Background: an optimization exercise with open tools, aiming at small area. Do not read the settings as production practice. RTL that was checked went through simulation tests only; none was proved equivalent to the original. Power and IR drop assume default switching activity.

03-19:
## top
module top (
	input  btn_up,
	input  btn_dn,
	input  clk,
	input  rst,
	input  cw,
	input  ccw,
	input  arm_up,
	input  arm_down,
	input  load_line_up,
	input  load_line_down,
	output wire [7:0] uart_data,
	output wire tx,
	output wire [6:0] seg,
	output wire [3:0] an
);
Size: ~300 cells after synthesis, about 2900 sq um of cells after synthesis.
==> module sev_seg_display, before the edit <==
module sev_seg_display (
        input clk,
        input rst,
        input [7:0] data_in,
        output wire [6:0] seg,
        output wire [3:0] an
);
    localparam [15:0] DSTART = 16'b0110011010000110;
    localparam [15:0] DNEXT  = 16'b1100110100001100;
    localparam [15:0] DLAST  = 16'b0011001101000011;
    localparam [15:0] DMASK  = 16'b0111111111111011;
    localparam [15:0] DINV   = 16'b0101010101010101;
    reg [15:0] db;
    wire [15:0] d = db ^ DINV;
    reg [1:0]  digit;       
    reg [1:0]  pair;        
    reg        live;        
    reg [1:0]  sdigit;      
    reg [1:0]  spair;
    wire       wrap = live & ((d & DMASK) == (DLAST & DMASK));
    wire [1:0] digit_n = {digit[1] ^ (digit[0] & wrap), digit[0] ^ wrap};
    reg  [1:0] pair_n;
    always @(*)
        case (digit_n)
            2'd0:    pair_n = data_in[1:0];
            2'd1:    pair_n = data_in[3:2];
            2'd2:    pair_n = data_in[5:4];
            default: pair_n = data_in[7:6];
        endcase
    always @(posedge clk or posedge rst) begin
        if (rst) begin
            digit <= 2'd0;
            pair  <= 2'd0;
            live  <= 1'b0;
        end else begin
            digit <= digit_n;
            pair  <= pair_n;
            live  <= ~rst;   
        end
    end
    always @(posedge clk) begin
        db     <= live ? {~db[14:0], d[15] ^ d[8] ^ wrap ^ DINV[0]} : DNEXT ^ DINV;
        sdigit <= digit;
        spair  <= pair;
    end
    wire p1 = spair[1], p0 = spair[0];
    wire lo = ~sdigit[1];                  
    wire d2 = sdigit[1] & ~sdigit[0];
    wire d3 = sdigit[1] & sdigit[0];
    wire [6:0] s;
    assign s[6] = ~lo & ~p1 & (d2 | ~p0);
    assign s[5] = lo ? ~p1 : d2 ? ~p0 : ~(p1 & p0);
    assign s[4] = d3 ? (p1 | ~p0) : ~p0 & ~(d2 & p1);
    assign s[3] = d3 ? ~(p1 ^ p0) : ~p0;
    assign s[2] = lo ? ~p0 : d2 | (~p1 & p0);
    assign s[1] = lo ? ~p1 : d2;
    assign s[0] = lo ? ~p1 : d2 | ~(p1 ^ p0);
    assign seg = s | {7{~live}};
    assign an  = {~live | ~d3, ~live | ~d2,
                  ~live | ~(lo & sdigit[0]), ~live | ~(lo & ~sdigit[0])};
endmodule
clock: 10.0 ns
lec_check: 0
cap_margin: 20
core_margin: 2
core_utilization: 65
slew_margin: 20
standard.sh (not shown) runs the stock make flow with config.mk's settings and CLKGATE_MAP_FILE= SYNTH_SCRIPT=/design/flow/synth_recipe.tcl, a recipe that flattens the netlist after the stock synthesis.
==> flow/flow/run.sh <==
#!/bin/bash
# The standard layout (standard.sh), with these changes:
# - after the standard synthesis, each combinational cell is given its
#   smallest-area drive strength, the strongest of equal area (downsize.py;
#   registers are not touched), since
#   the 10 ns clock leaves ample slack; the resizer still repairs slew and
#   capacitance afterwards;
# - the port buffers use the smallest buffer cell;
# - clock tree synthesis uses clkbuf_4 and no dummy load cells.
# Each step's full output goes to its own log file here.
set -e
R=$PWD/orfs/results/$FLOW_PLATFORM/top/base
export BUFFER_PORTS_ARGS="-buffer_cell sky130_fd_sc_hd__buf_1"
export CTS_ARGS="-sink_clustering_enable -repair_clock_nets -dont_use_dummy_load -buf_list sky130_fd_sc_hd__clkbuf_4"
bash standard.sh $R/1_2_yosys.v > synth.log 2>&1
python3 flow/downsize.py $FLOW_HOME/platforms/$FLOW_PLATFORM/lib/sky130_fd_sc_hd__tt_025C_1v80.lib $R/1_2_yosys.v > downsize.log 2>&1
bash standard.sh > standard.log 2>&1
Other scripts of this flow, unchanged in this note and not shown: flow/flow/downsize.py
## Diff of input files: 05-06 against 03-19
diff --git a/flow/design.v b/flow/design.v
--- a/flow/design.v
+++ b/flow/design.v
@@ -143,9 +143,9 @@
         case (digit_n)
             2'd0:    pair_n = data_in[1:0];
             2'd1:    pair_n = data_in[3:2];
             2'd2:    pair_n = data_in[5:4];
-            default: pair_n = data_in[7:6];
+            default: pair_n = {data_in[7], data_in[7] ^ data_in[6]};   
         endcase
     always @(posedge clk or posedge rst) begin
         if (rst) begin
             digit <= 2'd0;
@@ -167,14 +167,14 @@
     wire d2 = sdigit[1] & ~sdigit[0];
     wire d3 = sdigit[1] & sdigit[0];
     wire [6:0] s;
     assign s[6] = ~lo & ~p1 & (d2 | ~p0);
-    assign s[5] = lo ? ~p1 : d2 ? ~p0 : ~(p1 & p0);
+    assign s[5] = lo ? ~p1 : d2 ? ~p0 : ~(p1 & ~p0);
     assign s[4] = d3 ? (p1 | ~p0) : ~p0 & ~(d2 & p1);
-    assign s[3] = d3 ? ~(p1 ^ p0) : ~p0;
+    assign s[3] = ~p0;
     assign s[2] = lo ? ~p0 : d2 | (~p1 & p0);
     assign s[1] = lo ? ~p1 : d2;
-    assign s[0] = lo ? ~p1 : d2 | ~(p1 ^ p0);
+    assign s[0] = lo ? ~p1 : d2 | ~p0;
     assign seg = s | {7{~live}};
     assign an  = {~live | ~d3, ~live | ~d2,
                   ~live | ~(lo & sdigit[0]), ~live | ~(lo & ~sdigit[0])};
 endmodule
==> comparison <==
Synthesized net count in 05-06 vs 03-19: down 2.6%
Between 05-06 and 03-19, the difference in slew of the pin with the lowest slew margin is negligible.
Compared with 03-19, 05-06 shows core area lower by 0.69%.
Against 03-19, 05-06 reports a register-to-register slack that is lower.
03-19 has higher via count than 05-06.
Row post-route cell area: 05-06 lower / 03-19 higher
Diff 03-19 -> 05-06: final cell utilization of the core fell 0.86 points; setup slack after layout went up; cell count after synthesis shrank by about 2.7%; share of the clock period used by the worst path shrank by 0.58 points.
Mean routed wirelength per cell delta for 05-06 relative to 03-19: 7.3% lower
No functional check of the RTL was part of 03-19.

The RTL this note starts from:
==> flow/design.v <==
`timescale 1ns/1ps
module tcounter (
    input        clk,
    input        rst,
    input        clear,
    output       done
    );
   localparam [6:0] START = 7'b0010001;
   localparam [6:0] INV = 7'b0101010;
   localparam [6:0] BSTART = START ^ INV;
   reg [6:0] b;
   wire [6:0] c = b ^ INV;
   wire      low6 = &c[5:0];
   assign    done = low6 & c[6];
   wire      fb   = ~(c[6] ^ c[0]) | low6;
   always @(posedge clk or posedge rst)
     if (rst) b[6] <= INV[6];
     else     b[6] <= clear ? BSTART[6] : ~b[5];
   always @(posedge clk)
     b[5:0] <= clear ? BSTART[5:0] : {~b[4:0], fb ^ INV[0]};
endmodule
`timescale 1ns/1ps
module debouncer (
   input  clk,
   input  rst,
   input  btn,
   output btn_db
   );
   localparam [1:0] IDLE = 2'd0, PRESS = 2'd1, PULSE = 2'd2, RELEASE = 2'd3;
   reg [1:0] ph;
   wire      t;
   wire clear = (ph == PULSE) |
                (ph == IDLE  & ~(btn & t)) |
                (ph == PRESS & ~btn);
   tcounter T1 (.clk(clk), .rst(rst), .clear(clear), .done(t));
   assign btn_db = (ph == PULSE);
   always @(posedge clk or posedge rst) begin
      if (rst)
        ph <= IDLE;
      else
        case (ph)
          IDLE:    if (btn) ph <= PRESS;
          PRESS:   if (!btn) ph <= t ? PULSE : IDLE;
          PULSE:   ph <= RELEASE;
          RELEASE: if (t) ph <= IDLE;
        endcase
   end
endmodule
`timescale 1ns/1ps
module transmit(
    input cw,
    input ccw,
    input arm_up,
    input arm_down,
    input load_line_up,
    input load_line_down,
    input [1:0] speed,
    output wire [7:0] uart_send_byte
);
    assign uart_send_byte = {speed,
                             cw & ~ccw, ccw & ~cw,
                             arm_up & ~arm_down, arm_down & ~arm_up,
                             load_line_up & ~load_line_down, load_line_down & ~load_line_up};
endmodule
`timescale 1ns/1ps
module uart_tx (
    input clk,
    input rst,
    input [7:0] data_in,
    output reg tx
);
    localparam [1:0] IDLE = 2'd0, LOAD = 2'd1, SEND = 2'd3, DONE = 2'd2;
    localparam [13:0] TFIRE = 14'b10010111110000;
    localparam [13:0] TMASK = 14'b01111111111111;   
    localparam [13:0] TINV  = 14'b01010101010101;
    localparam [13:0] UFIRE = TFIRE ^ TINV;
    reg [1:0]  state;
    reg [7:0]  last_data;
    reg [9:0]  sh;
    reg [13:0] u;
    wire [13:0] c = u ^ TINV;
    wire hit  = ((c & TMASK) == (TFIRE & TMASK));
    wire send = (state == SEND);
    wire fire = send & hit;
    wire fin  = ~|sh;
    always @(posedge clk or posedge rst) begin
        if (rst) begin
            state     <= IDLE;
            tx        <= 1'b1;
            last_data <= 8'b0;
        end else begin
            case (state)
                IDLE: begin
                    last_data <= data_in;
                    if (data_in != last_data) state <= LOAD;
                end
                LOAD: state <= SEND;
                SEND: if (hit) begin
                    tx <= sh[0] | fin;
                    if (fin) state <= DONE;
                end
                DONE: state <= IDLE;
            endcase
        end
    end
    always @(posedge clk) begin
        if (state == LOAD)
            sh <= {1'b1, data_in, 1'b0};
        else if (fire)
            sh <= {1'b0, sh[9:1]};
        u <= send ? {~u[12:0], c[13] ^ c[0] ^ hit ^ TINV[0]} : UFIRE;
    end
endmodule
module sev_seg_display (
        input clk,
        input rst,
        input [7:0] data_in,
        output wire [6:0] seg,
        output wire [3:0] an
);
    localparam [15:0] DSTART = 16'b0110011010000110;
    localparam [15:0] DLAST  = 16'b0011001101000011;
    localparam [15:0] DMASK  = 16'b0111111111111011;
    reg [15:0] d;
    reg [1:0]  digit;       
    reg [1:0]  pair;        
    reg        live;        
    reg [1:0]  sdigit;      
    reg [1:0]  spair;
    wire       wrap = ((d & DMASK) == (DLAST & DMASK));
    wire [1:0] digit_n = {digit[1] ^ (digit[0] & wrap), digit[0] ^ wrap};
    reg  [1:0] pair_n;
    always @(*)
        case (digit_n)
            2'd0:    pair_n = data_in[1:0];
            2'd1:    pair_n = data_in[3:2];
            2'd2:    pair_n = data_in[5:4];
            default: pair_n = data_in[7:6];
        endcase
    always @(posedge clk or posedge rst) begin
        if (rst) begin
            d     <= DSTART;
            digit <= 2'd0;
            pair  <= 2'd0;
            live  <= 1'b0;
        end else begin
            d     <= {d[14:0], d[15] ^ d[8] ^ wrap};
            digit <= digit_n;
            pair  <= pair_n;
            live  <= 1'b1;
        end
    end
    always @(posedge clk) begin
        sdigit <= digit;
        spair  <= pair;
    end
    wire p1 = spair[1], p0 = spair[0];
    wire lo = ~sdigit[1];                  
    wire d2 = sdigit[1] & ~sdigit[0];
    wire d3 = sdigit[1] & sdigit[0];
    wire [6:0] s;
    assign s[6] = ~lo & ~p1 & (d2 | ~p0);
    assign s[5] = lo ? ~p1 : d2 ? ~p0 : ~(p1 & p0);
    assign s[4] = d3 ? (p1 | ~p0) : ~p0 & ~(d2 & p1);
    assign s[3] = d3 ? ~(p1 ^ p0) : ~p0;
    assign s[2] = lo ? ~p0 : d2 | (~p1 & p0);
    assign s[1] = lo ? ~p1 : d2;
    assign s[0] = lo ? ~p1 : d2 | ~(p1 ^ p0);
    assign seg = s | {7{~live}};
    assign an  = {~live | ~d3, ~live | ~d2,
                  ~live | ~(lo & sdigit[0]), ~live | ~(lo & ~sdigit[0])};
endmodule
`timescale 1ns/1ps
module top (
	input  btn_up,
	input  btn_dn,
	input  clk,
	input  rst,
	input  cw,
	input  ccw,
	input  arm_up,
	input  arm_down,
	input  load_line_up,
	input  load_line_down,
	output wire [7:0] uart_data,
	output wire tx,
	output wire [6:0] seg,
	output wire [3:0] an
);
    reg  [1:0] speed;
    wire speed_up, speed_dn;   
    debouncer db_up   (.clk(clk), .rst(rst), .btn(btn_up), .btn_db(speed_up));
    debouncer db_down (.clk(clk), .rst(rst), .btn(btn_dn), .btn_db(speed_dn));
    always @(posedge clk or posedge rst) begin
        if (rst)
            speed <= 2'b00;
        else if (speed_dn && speed != 2'b00)
            speed <= speed - 2'b01;
        else if (speed_up && speed != 2'b11)
            speed <= speed + 2'b01;
    end
    transmit tx_module (
        .cw(cw), .ccw(ccw),
        .arm_up(arm_up), .arm_down(arm_down),
        .load_line_up(load_line_up), .load_line_down(load_line_down),
        .speed(speed),
        .uart_send_byte(uart_data)
    );
    uart_tx uart_module (.clk(clk), .rst(rst), .data_in(uart_data), .tx(tx));
    sev_seg_display display (.clk(clk), .rst(rst), .data_in(uart_data), .seg(seg), .an(an));
endmodule
Settings: LEC_CHECK=0, CAP_MARGIN=20, CORE_MARGIN=2, CORE_UTILIZATION=65, SLEW_MARGIN=20; clock period 10.0 ns.
==> flow/flow/run.sh <==
#!/bin/bash
# The standard layout (standard.sh), with two changes: the port buffers
# use the smallest buffer cell, and clock tree synthesis uses clkbuf_4 and
# no dummy load cells. The full make output goes to standard.log.
export BUFFER_PORTS_ARGS="-buffer_cell sky130_fd_sc_hd__buf_1"
export CTS_ARGS="-sink_clustering_enable -repair_clock_nets -dont_use_dummy_load -buf_list sky130_fd_sc_hd__clkbuf_4"
bash standard.sh > standard.log 2>&1
Change:
--- a/flow/design.v
+++ b/flow/design.v
@@ -75,15 +75,21 @@
     localparam [13:0] TINV  = 14'b01010101010101;
     localparam [13:0] UFIRE = TFIRE ^ TINV;
     reg [1:0]  state;
     reg [7:0]  last_data;
-    reg [9:0]  sh;
     reg [13:0] u;
+    reg [7:0]  ring;
+    localparam [3:0] KSTART = 4'b0010;
+    localparam [3:0] KINV   = 4'b1010;
+    reg [3:0]  kb;
+    wire [3:0] k = kb ^ KINV;
     wire [13:0] c = u ^ TINV;
     wire hit  = ((c & TMASK) == (TFIRE & TMASK));
     wire send = (state == SEND);
-    wire fire = send & hit;
-    wire fin  = ~|sh;
+    wire load = (state == LOAD);
+    wire start = ~k[2] & ~k[0];         
+    wire high  = ~k[3] & ~k[1];         
+    wire fin   = k[2] & ~k[1] & k[0];   
     always @(posedge clk or posedge rst) begin
         if (rst) begin
             state     <= IDLE;
             tx        <= 1'b1;
@@ -95,21 +101,21 @@
                     if (data_in != last_data) state <= LOAD;
                 end
                 LOAD: state <= SEND;
                 SEND: if (hit) begin
-                    tx <= sh[0] | fin;
+                    tx <= ~start & (high | ring[7]);
                     if (fin) state <= DONE;
                 end
                 DONE: state <= IDLE;
             endcase
         end
     end
     always @(posedge clk) begin
-        if (state == LOAD)
-            sh <= {1'b1, data_in, 1'b0};
-        else if (fire)
-            sh <= {1'b0, sh[9:1]};
-        u <= send ? {~u[12:0], c[13] ^ c[0] ^ hit ^ TINV[0]} : UFIRE;
+        u    <= send ? {~u[12:0], c[13] ^ c[0] ^ hit ^ TINV[0]} : UFIRE;
+        ring <= load ? {data_in[7], data_in[0], data_in[1], data_in[2],
+                        data_in[3], data_in[4], data_in[5], data_in[6]}
+                     : {ring[6:0], ring[7]};
+        kb   <= load ? KSTART ^ KINV : {~kb[2:0], k[3] ^ k[0] ^ KINV[0]};
     end
 endmodule
 module sev_seg_display (
         input clk,
After rerunning: Cell count rises by about 5%; clock skew rises by 0.0077 ns; final area falls by 2.8%; wire length falls by about 8%; power falls by about 0.7%; worst setup slack gets better by 0.16 ns; clock power falls by about 3%; global-route usage falls by 0.70 points; non-clock buffer count does not change; worst hold slack stays flat; utilization falls by 1.1 points; die area falls by 2.7%; synthesized cell count rises by about 7%.

## static timing again, ports no longer ideal
In the flow no input, the clock included, has a driving cell. The finished layouts below were timed again as built, in two steps.
Step 1, drivers: a clkbuf_16 drives clk and a buf_2 each remaining input, both assumed.
Step 2 also shifts input and output timing later by t, the mid clock arrival at the registers, as if the neighbouring blocks saw the same clock.
Slacks: no drivers / after step 1 / after step 2; pairs: no drivers / after step 1.
| run | t, ns | setup slack, ns | worst setup path at the end | worst slew at a driven data input, ns |
|---|---|---|---|---|
| 03-19 | 0.426 | 5.419 / 5.388 / 5.388 | input to output | 0.04 |
| 05-06 | 0.408 | 5.477 / 5.457 / 5.457 | input to output | 0.03 |
| the first run of note 2 | 0.420 | 5.281 / 5.257 / 5.257 | input to output | 0.03 |
| the second run of note 2 | 0.408 | 5.444 / 5.420 / 5.420 | input to output | 0.03 |
After both steps setup and hold are still met in every run listed. The setup slack of 03-19, which loses most, moves by -0.031 ns with the drivers and by -0.031 ns with both steps.
